Context: an optimization exercise on an open-source flow, tuned for small area, a short achievable clock period and few clock cycles. The choices shown serve that exercise and are no tape-out recipe. At most, simulation tests tie the RTL to the original design; equivalence was not proved. Power and IR drop assume default switching activity.

before:
==> flow/design.v <==
module aoc_solver_top (
    input         clear,
    input         clock,
    input  [31:0] reg_wdata,
    input         reg_write_strobe,
    input  [3:0]  reg_addr,
    output [31:0] reg_rdata
);
    reg       in_aw, in_dw, in_start;
    reg [9:0] in_a;
    always @(posedge clock) begin
        in_aw    <= ~clear & reg_write_strobe & (reg_addr == 4'd2);
        in_dw    <= ~clear & reg_write_strobe & (reg_addr == 4'd3);
        in_start <= ~clear & reg_write_strobe & (reg_addr == 4'd0) & reg_wdata[0];
        in_a     <= reg_wdata[9:0];
    end
    reg [4:0] off, ax, pr;
    reg       a_up, a_dn, b_up, b_dn;
    always @(posedge clock)
        if (clear) begin
            off  <= 5'd0;
            ax   <= 5'd0;
            pr   <= 5'd1;
            a_up <= 1'b1;
            a_dn <= 1'b0;
            b_up <= 1'b1;
            b_dn <= 1'b1;
        end else begin
            off  <= off + 5'd1;
            a_up <= off != 5'd30;
            a_dn <= off != 5'd31;
            b_up <= off != 5'd14;
            b_dn <= off != 5'd15;
            if (in_aw) begin
                ax <= in_a[4:0];
                pr <= in_a[9:5] + off + 5'd2;
            end else
                pr <= pr + 5'd1;
        end
    reg  [1023:0] ring;     
    wire [31:0]   outA, outB, rmA, rmB;
    wire          en, enB;
    aoc_row_proc pa (.en(en),
        .up(ring[32*30 +: 32] & {32{a_up}}), .mid(ring[32*31 +: 32]),
        .dn(ring[0 +: 32] & {32{a_dn}}), .out(outA), .rm(rmA));
    aoc_row_proc pb (.en(enB),
        .up(ring[32*14 +: 32] & {32{b_up}}), .mid(ring[32*15 +: 32]),
        .dn(ring[32*16 +: 32] & {32{b_dn}}), .out(outB), .rm(rmB));
    reg         pend_v, pend_d;
    always @(posedge clock) begin
        pend_v <= ~clear & in_dw & pr[0];
        pend_d <= in_a[0];
    end
    wire        wr_d    = in_dw ? in_a[0] : pend_d;
    wire [31:0] col_sel = 32'd1 << ax;
    wire        dw_next = ~clear & reg_write_strobe & (reg_addr == 4'd3);
    wire        pv_next = ~clear & in_dw & pr[0];
    wire [4:0]  pr_next = clear ? 5'd1 : in_aw ? (in_a[9:5] + off + 5'd2) : (pr + 5'd1);
    reg  [15:0] rs;
    always @(posedge clock)
        rs <= ((dw_next | pv_next) & ~pr_next[0]) ? (16'd1 << pr_next[4:1]) : 16'd0;
    genvar p;
    generate
        for (p = 0; p < 32; p = p + 1) begin : g_row
            wire [31:0] prev;
            if (p == 0)       assign prev = outA;
            else if (p == 16) assign prev = outB;
            else              assign prev = ring[32*(p-1) +: 32];
            if (p % 2 == 0) begin : g_wr
                wire        rsel = rs[p / 2];
                wire [31:0] wsel = col_sel & {32{rsel}};
                always @(posedge clock)
                    ring[32*p +: 32] <= (prev & ~wsel) | ({32{wr_d}} & wsel);
            end else begin : g_nowr
                always @(posedge clock)
                    ring[32*p +: 32] <= prev;
            end
        end
    endgenerate
    wire [31:0] cin = ring[32*30 +: 32];
    wire [63:0] rmv = {rmA, rmB};
    reg  [2:0]  part [0:4];
    reg  [7:0]  ro;
    integer i;
    always @(posedge clock) begin
        for (i = 0; i < 4; i = i + 1)
            part[i] <= pop7(cin[7*i +: 7]);
        part[4] <= pop7({3'b000, cin[31:28]});
        for (i = 0; i < 8; i = i + 1)
            ro[i] <= |rmv[8*i +: 8];
    end
    reg [4:0] q0, q1;
    reg [5:0] psum;
    reg       rq2;
    always @(posedge clock) begin
        q0   <= (part[0] + part[1]) + part[2];
        q1   <= part[3] + part[4];
        psum <= q0 + q1;
        rq2  <= |ro;
    end
    reg        solving, fin, done, blk0;
    reg [1:0]  vs;            
    reg [4:0]  bc, qc;
    reg [10:0] bs, b0;
    wire       go = vs[1] & ~fin;
    assign en  = solving;
    assign enB = solving & ~(blk0 & (bc < 5'd14));
    always @(posedge clock)
        if (clear) begin
            solving <= 1'b0;
            fin     <= 1'b0;
            done    <= 1'b0;
            blk0    <= 1'b1;
            vs      <= 2'd0;
            bc      <= 5'd0;
            qc      <= 5'd0;
            bs      <= 11'd0;
            b0      <= 11'd0;
        end else begin
            vs <= {vs[0], solving & ~fin};
            if (in_start & ~solving & ~fin & ~done)
                solving <= 1'b1;
            if (go) begin
                if (blk0) begin
                    bc <= bc + 5'd1;
                    b0 <= b0 + psum;
                    if (bc == 5'd31)
                        blk0 <= 1'b0;
                end
                if (rq2) begin
                    qc <= 5'd0;
                    bs <= 11'd0;
                end else begin
                    qc <= qc + 5'd1;
                    bs <= bs + psum;
                    if (qc == 5'd31) begin
                        solving <= 1'b0;
                        fin     <= 1'b1;
                    end
                end
            end
            if (fin & ~done) begin
                done <= 1'b1;
                b0   <= b0 - bs;
            end
        end
    function [2:0] pop7(input [6:0] b);
        reg c1, s1, c2, s2, c3, s3;
        begin
            {c1, s1} = b[0] + b[1] + b[2];
            {c2, s2} = b[3] + b[4] + b[5];
            {c3, s3} = s1 + s2 + b[6];
            pop7 = {2'b00, s3} + ({1'b0, c1} + c2 + c3) * 2;
        end
    endfunction
    assign reg_rdata = (reg_addr == 4'd1) ? {5'd0, b0, 15'd0, done} : 32'd0;
endmodule
module aoc_row_proc (
    input         en,
    input  [31:0] up,
    input  [31:0] mid,
    input  [31:0] dn,
    output [31:0] out,
    output [31:0] rm
);
    wire [33:0] u  = {1'b0, up, 1'b0};
    wire [33:0] m  = {1'b0, mid, 1'b0};
    wire [33:0] d  = {1'b0, dn, 1'b0};
    wire [33:0] cs = u ^ m ^ d;
    wire [33:0] cc = (u & m) | (u & d) | (m & d);
    genvar x;
    generate
        for (x = 0; x < 32; x = x + 1) begin : g_col
            wire c0 = cc[x], c1 = cc[x+1], c2 = cc[x+2];
            wire s0 = cs[x], s1 = cs[x+1], s2 = cs[x+2];
            wire ge5 = (((c0 & c1) | (c0 & c2) | (c1 & c2)) & (s0 | s1 | s2 | (c0 & c1 & c2)))
                     | ((c0 | c1 | c2) & s0 & s1 & s2);
            assign rm[x] = en & mid[x] & ~ge5;
        end
    endgenerate
    assign out = mid & ~rm;
endmodule
export LEC_CHECK = 0
export ABC_AREA = 1
export CAP_MARGIN = 20
export CORE_MARGIN = 2
export CORE_UTILIZATION = 40
export CTS_CLUSTER_DIAMETER = 80
export CTS_CLUSTER_SIZE = 24
export SETUP_SLACK_MARGIN = 2.45
export SLEW_MARGIN = 20
create_clock -name core_clock -period 5.0 [get_ports {clock}]
standard.sh (not shown) runs the stock make flow with config.mk's settings and CLKGATE_MAP_FILE= SYNTH_SCRIPT=/design/flow/synth_recipe.tcl, a recipe that flattens the netlist after the stock synthesis.
==> flow/flow/run.sh <==
#!/bin/bash
# The standard layout with two changes, both to the design's combinational
# logic in front of the ports, none to its registers:
#  - reg_rdata: flow/rdata_patch.py replaces the shared reg_addr decode that
#    synthesis puts in front of the status bits by a 2-gate cone per bit
#    (see the script);
#  - the port buffers are sky130_fd_sc_hd__buf_4, not the slow
#    clkdlybuf4s50_1 that buffer_ports picks by itself.
# Each step's output goes to a log file of its own in this folder.
set -euo pipefail
bash standard.sh synth > standard_synth.log 2>&1
python3 flow/rdata_patch.py orfs/results/sky130hd/aoc_solver_top/base/1_2_yosys.v > rdata_patch.log 2>&1
bash standard.sh 'BUFFER_PORTS_ARGS=-buffer_cell sky130_fd_sc_hd__buf_4' finish > standard_finish.log 2>&1
Other scripts of this flow, unchanged in this note and not shown: flow/flow/rdata_patch.py
before finished end to end and its layout was clean on timing, DRC and antenna.
diff inputs: before => after
--- a/flow/design.v
+++ b/flow/design.v
@@ -98,11 +98,12 @@
         psum <= q0 + q1;
         rq2  <= |ro;
     end
-    reg        solving, fin, done, blk0;
+    reg        solving, fin, done, blk0, cp, bq;
     reg [1:0]  vs;            
-    reg [4:0]  bc, qc;
+    reg [4:0]  bc;
     reg [10:0] bs, b0;
-    wire       go = vs[1] & ~fin;
+    wire       go     = vs[1] & ~fin;
+    wire       bq_now = (bc == 5'd0) ? rq2 : (bq | rq2);
     assign en  = solving;
     assign enB = solving & ~(blk0 & (bc < 5'd14));
     always @(posedge clock)
@@ -111,29 +112,24 @@
             fin     <= 1'b0;
             done    <= 1'b0;
             blk0    <= 1'b1;
+            cp      <= 1'b0;
+            bq      <= 1'b0;
             vs      <= 2'd0;
             bc      <= 5'd0;
-            qc      <= 5'd0;
             bs      <= 11'd0;
             b0      <= 11'd0;
         end else begin
             vs <= {vs[0], solving & ~fin};
             if (in_start & ~solving & ~fin & ~done)
                 solving <= 1'b1;
+            cp <= go & blk0 & (bc == 5'd31);
             if (go) begin
-                if (blk0) begin
-                    bc <= bc + 5'd1;
-                    b0 <= b0 + psum;
-                    if (bc == 5'd31)
-                        blk0 <= 1'b0;
-                end
-                if (rq2) begin
-                    qc <= 5'd0;
-                    bs <= 11'd0;
-                end else begin
-                    qc <= qc + 5'd1;
-                    bs <= bs + psum;
-                    if (qc == 5'd31) begin
+                bc <= bc + 5'd1;
+                bq <= bq_now;
+                bs <= ((bc == 5'd0) ? 11'd0 : bs) + psum;
+                if (bc == 5'd31) begin
+                    blk0 <= 1'b0;
+                    if (~bq_now) begin
                         solving <= 1'b0;
                         fin     <= 1'b1;
                     end
@@ -141,8 +137,9 @@
             end
             if (fin & ~done) begin
                 done <= 1'b1;
-                b0   <= b0 - bs;
-            end
+                b0   <= cp ? 11'd0 : (b0 - bs);
+            end else if (cp)
+                b0 <= bs;
         end
     function [2:0] pop7(input [6:0] b);
         reg c1, s1, c2, s2, c3, s3;
==> run summary <==
after finished all stages; the layout is clean.
The final net count in after was higher than what before gave.
Between before and after, the flow reports wire length on met1 increasing by a few percent.
Going from before to after, synthesized cell count went up, internal power of the cells went up, worst hold slack went up, number of clock buffers in the layout went up, final wirelength went up.
The standard cell core area on before is in line with that on after.
Looking only at count of fill cells added during filler insertion, and setting everything else aside, the higher value of before and after goes to after.
Testbench counts of after, summed over its fixed seeds: cycles 150,400.
Only the layout flow was run in before; the RTL was not checked for function there.


Setup of exp/delta:
aoc_solver_top, a different RTL version from the one above (not shown whole).
Size: roughly 1200 flip-flops, roughly 71 I/O pins, ~0.043 mm² of cells after synthesis.
Design aoc_solver_top, start of the top module:
module aoc_solver_top (
    input         clear,
    input         clock,
    input  [31:0] reg_wdata,
    input         reg_write_strobe,
    input  [3:0]  reg_addr,
    output [31:0] reg_rdata
);
==> module aoc_solver_top, before the edit <==
module aoc_solver_top (
    input         clear,
    input         clock,
    input  [31:0] reg_wdata,
    input         reg_write_strobe,
    input  [3:0]  reg_addr,
    output [31:0] reg_rdata
);
    reg       in_aw, in_dw, in_start;
    reg [9:0] in_a;
    always @(posedge clock) begin
        in_aw    <= ~clear & reg_write_strobe & (reg_addr == 4'd2);
        in_dw    <= ~clear & reg_write_strobe & (reg_addr == 4'd3);
        in_start <= ~clear & reg_write_strobe & (reg_addr == 4'd0) & reg_wdata[0];
        in_a     <= reg_wdata[9:0];
    end
    reg [4:0] off, ax, pr;
    reg       a_up, a_dn, b_up, b_dn;
    always @(posedge clock)
        if (clear) begin
            off  <= 5'd0;
            ax   <= 5'd0;
            pr   <= 5'd1;
            a_up <= 1'b1;
            a_dn <= 1'b0;
            b_up <= 1'b1;
            b_dn <= 1'b1;
        end else begin
            off  <= off + 5'd1;
            a_up <= off != 5'd30;
            a_dn <= off != 5'd31;
            b_up <= off != 5'd14;
            b_dn <= off != 5'd15;
            if (in_aw) begin
                ax <= in_a[4:0];
                pr <= in_a[9:5] + off + 5'd2;
            end else
                pr <= pr + 5'd1;
        end
    reg  [1023:0] ring;     
    wire [31:0]   outA, outB, rmA, rmB;
    wire          en;
    aoc_row_proc pa (.en(en),
        .up(ring[32*30 +: 32] & {32{a_up}}), .mid(ring[32*31 +: 32]),
        .dn(ring[0 +: 32] & {32{a_dn}}), .out(outA), .rm(rmA));
    aoc_row_proc pb (.en(en),
        .up(ring[32*14 +: 32] & {32{b_up}}), .mid(ring[32*15 +: 32]),
        .dn(ring[32*16 +: 32] & {32{b_dn}}), .out(outB), .rm(rmB));
    reg       pend_v, pend_d;
    reg [4:0] pend_x;
    reg [3:0] pend_p;
    always @(posedge clock) begin
        pend_v <= ~clear & in_dw & pr[0];
        pend_d <= in_a[0];
        pend_x <= ax;
        pend_p <= pr[4:1] + 4'd1;
    end
    wire        now_v   = in_dw & ~pr[0];
    wire        wr_v    = now_v | pend_v;
    wire        wr_d    = now_v ? in_a[0] : pend_d;
    wire [4:0]  wr_x    = now_v ? ax : pend_x;
    wire [3:0]  wr_p    = now_v ? pr[4:1] : pend_p;
    wire [31:0] col_sel = 32'd1 << wr_x;
    genvar p;
    generate
        for (p = 0; p < 32; p = p + 1) begin : g_row
            wire [31:0] prev;
            if (p == 0)       assign prev = outA;
            else if (p == 16) assign prev = outB;
            else              assign prev = ring[32*(p-1) +: 32];
            if (p % 2 == 0) begin : g_wr
                wire        rsel = wr_v & (wr_p == p / 2);
                wire [31:0] wsel = col_sel & {32{rsel}};
                always @(posedge clock)
                    ring[32*p +: 32] <= (prev & ~wsel) | ({32{wr_d}} & wsel);
            end else begin : g_nowr
                always @(posedge clock)
                    ring[32*p +: 32] <= prev;
            end
        end
    endgenerate
    wire [63:0] cin = {ring[32*30 +: 32], ring[32*14 +: 32]};
    wire [63:0] rmv = {rmA, rmB};
    reg  [2:0]  part [0:8];
    reg         part9;
    reg  [3:0]  ro;
    integer i;
    always @(posedge clock) begin
        for (i = 0; i < 9; i = i + 1)
            part[i] <= pop7(cin[7*i +: 7]);
        part9 <= cin[63];
        for (i = 0; i < 4; i = i + 1)
            ro[i] <= |rmv[16*i +: 16];
    end
    reg [5:0] q0, q1;
    reg [6:0] psum;
    reg       rq2;
    always @(posedge clock) begin
        q0   <= ((part[0] + part[1]) + (part[2] + part[3])) + part[4];
        q1   <= ((part[5] + part[6]) + (part[7] + part[8])) + part9;
        psum <= q0 + q1;
        rq2  <= |ro;
    end
    reg        solving, fin, done, blk0, cp, bq;
    reg [1:0]  vs;            
    reg [3:0]  bc;
    reg [10:0] bs, b0;
    wire       go     = vs[1] & ~fin;
    wire       bq_now = (bc == 4'd0) ? rq2 : (bq | rq2);
    assign en = solving;
    always @(posedge clock)
        if (clear) begin
            solving <= 1'b0;
            fin     <= 1'b0;
            done    <= 1'b0;
            blk0    <= 1'b1;
            cp      <= 1'b0;
            bq      <= 1'b0;
            vs      <= 2'd0;
            bc      <= 4'd0;
            bs      <= 11'd0;
            b0      <= 11'd0;
        end else begin
            vs <= {vs[0], solving & ~fin};
            if (in_start & ~solving & ~fin & ~done)
                solving <= 1'b1;
            cp <= go & blk0 & (bc == 4'd15);
            if (go) begin
                bc <= bc + 4'd1;
                bq <= bq_now;
                bs <= ((bc == 4'd0) ? 11'd0 : bs) + psum;
                if (bc == 4'd15) begin
                    blk0 <= 1'b0;
                    if (~bq_now) begin
                        solving <= 1'b0;
                        fin     <= 1'b1;
                    end
                end
            end
            if (fin & ~done) begin
                done <= 1'b1;
                b0   <= cp ? 11'd0 : (b0 - bs);
            end else if (cp)
                b0 <= bs;
        end
    function [2:0] pop7(input [6:0] b);
        reg c1, s1, c2, s2, c3, s3;
        begin
            {c1, s1} = b[0] + b[1] + b[2];
            {c2, s2} = b[3] + b[4] + b[5];
            {c3, s3} = s1 + s2 + b[6];
            pop7 = {2'b00, s3} + ({1'b0, c1} + c2 + c3) * 2;
        end
    endfunction
    assign reg_rdata = (reg_addr == 4'd1) ? {5'd0, b0, 15'd0, done} : 32'd0;
endmodule
clock: 5.0 ns
lec_check: 0
abc_area: 1
cap_margin: 20
core_margin: 2
core_utilization: 40
setup_slack_margin: 2.2
slew_margin: 20
run.sh (not shown) runs the stock make flow with config.mk's settings and CLKGATE_MAP_FILE= SYNTH_SCRIPT=/design/flow/synth_recipe.tcl, a recipe that flattens the netlist after the stock synthesis.
Stock flow here: none of the scripts above is used.
Testbench counts of exp/delta, summed over its fixed seeds: cycles 148,160.
Changes in exp/cedar relative to exp/delta:
--- a/flow/design.v
+++ b/flow/design.v
@@ -80,14 +80,13 @@
         end
     endgenerate
-    wire [63:0] cin = {ring[32*30 +: 32], ring[32*14 +: 32]};
+    wire [63:0] cin = {ring[32*31 +: 32], ring[32*15 +: 32]};
     wire [63:0] rmv = {rmA, rmB};
-    reg  [2:0]  part [0:8];
-    reg         part9;
+    reg  [3:0]  part [0:7];
     reg  [3:0]  ro;
     integer i;
     always @(posedge clock) begin
-        for (i = 0; i < 9; i = i + 1)
-            part[i] <= pop7(cin[7*i +: 7]);
-        part9 <= cin[63];
+        for (i = 0; i < 8; i = i + 1)
+            part[i] <= ((cin[8*i] + cin[8*i+1]) + (cin[8*i+2] + cin[8*i+3]))
+                     + ((cin[8*i+4] + cin[8*i+5]) + (cin[8*i+6] + cin[8*i+7]));
         for (i = 0; i < 4; i = i + 1)
             ro[i] <= |rmv[16*i +: 16];
@@ -95,17 +94,18 @@
     reg [5:0] q0, q1;
     reg [6:0] psum;
-    reg       rq2;
+    reg       rq2, rq3;
     always @(posedge clock) begin
-        q0   <= ((part[0] + part[1]) + (part[2] + part[3])) + part[4];
-        q1   <= ((part[5] + part[6]) + (part[7] + part[8])) + part9;
+        q0   <= (part[0] + part[1]) + (part[2] + part[3]);
+        q1   <= (part[4] + part[5]) + (part[6] + part[7]);
         psum <= q0 + q1;
         rq2  <= |ro;
+        rq3  <= rq2;
     end
     reg        solving, fin, done, blk0, cp, bq;
-    reg [1:0]  vs;            
+    reg [2:0]  vs;            
     reg [3:0]  bc;
     reg [10:0] bs, b0;
-    wire       go     = vs[1] & ~fin;
-    wire       bq_now = (bc == 4'd0) ? rq2 : (bq | rq2);
+    wire       go     = vs[2] & ~fin;
+    wire       bq_now = (bc == 4'd0) ? rq3 : (bq | rq3);
     assign en = solving;
     always @(posedge clock)
@@ -117,10 +117,10 @@
             cp      <= 1'b0;
             bq      <= 1'b0;
-            vs      <= 2'd0;
+            vs      <= 3'd0;
             bc      <= 4'd0;
             bs      <= 11'd0;
             b0      <= 11'd0;
         end else begin
-            vs <= {vs[0], solving & ~fin};
+            vs <= {vs[1:0], solving & ~fin};
             if (in_start & ~solving & ~fin & ~done)
                 solving <= 1'b1;
@@ -144,13 +144,4 @@
                 b0 <= bs;
         end
-    function [2:0] pop7(input [6:0] b);
-        reg c1, s1, c2, s2, c3, s3;
-        begin
-            {c1, s1} = b[0] + b[1] + b[2];
-            {c2, s2} = b[3] + b[4] + b[5];
-            {c3, s3} = s1 + s2 + b[6];
-            pop7 = {2'b00, s3} + ({1'b0, c1} + c2 + c3) * 2;
-        end
-    endfunction
     assign reg_rdata = (reg_addr == 4'd1) ? {5'd0, b0, 15'd0, done} : 32'd0;
 endmodule
--- outcome ---
| cell count after synthesis | exp/cedar vs exp/delta | 135 lower |. Re combinational logic power: exp/delta was higher than exp/cedar. Changes observed in exp/cedar relative to exp/delta: routed length per placed instance picked up an extra about 1.3%; global-route wire length before repair picked up an extra 4000 µm; power consumption picked up an extra about 1.4%; final cell area excluding filler cells lost 0.52%. Synthesized-area fraction occupied by xor and xnor cells: exp/cedar vs exp/delta, no meaningful difference. Diff exp/delta -> exp/cedar | global-route met2 utilization | increase of 1.0 points. The core of exp/cedar is less densely filled than that of exp/delta. exp/cedar vs exp/delta: number of filler cells placed in the layout up.
Only the layout flow was run in exp/cedar; the RTL was not checked for function there.

-- what the ideal ports hide --
The results above use ideal ports. As a check the final layouts listed here were re-extracted and re-timed, cells and wires unchanged.
Step 1: set_driving_cell puts a clkbuf_16 on clock and a buf_2 on each other input, an assumption about the parent block.
Step 2, shift: input delay + t, output delay - t, t = (earliest + latest rising clock arrival at the registers) / 2. This alone moves slack from input paths to output paths.
Slacks: ideal ports / drivers / drivers and shift; pairs: ideal ports / drivers.
run | t (ns) | setup slack, ns | worst hold slack (ns) | worst setup path at the end | pins driven straight from the clock port
before | 0.710 | 2.383 / 2.287 / 2.287 | 0.315 / 0.315 / 0.315 | input to output | 1
after | 0.719 | 2.402 / 2.306 / 2.156 | 0.319 / 0.319 / 0.319 | input to register | 1
exp/delta | 0.756 | 2.128 / 2.128 / 2.128 | 0.315 / 0.315 / 0.315 | register to register | 1
exp/cedar | 0.758 | 2.169 / 2.169 / 2.169 | 0.312 / 0.312 / 0.312 | register to register | 1
After both steps every run listed still meets setup and hold. The setup slack of after, which loses most, moves by -0.096 ns with the drivers and by -0.246 ns with both steps.
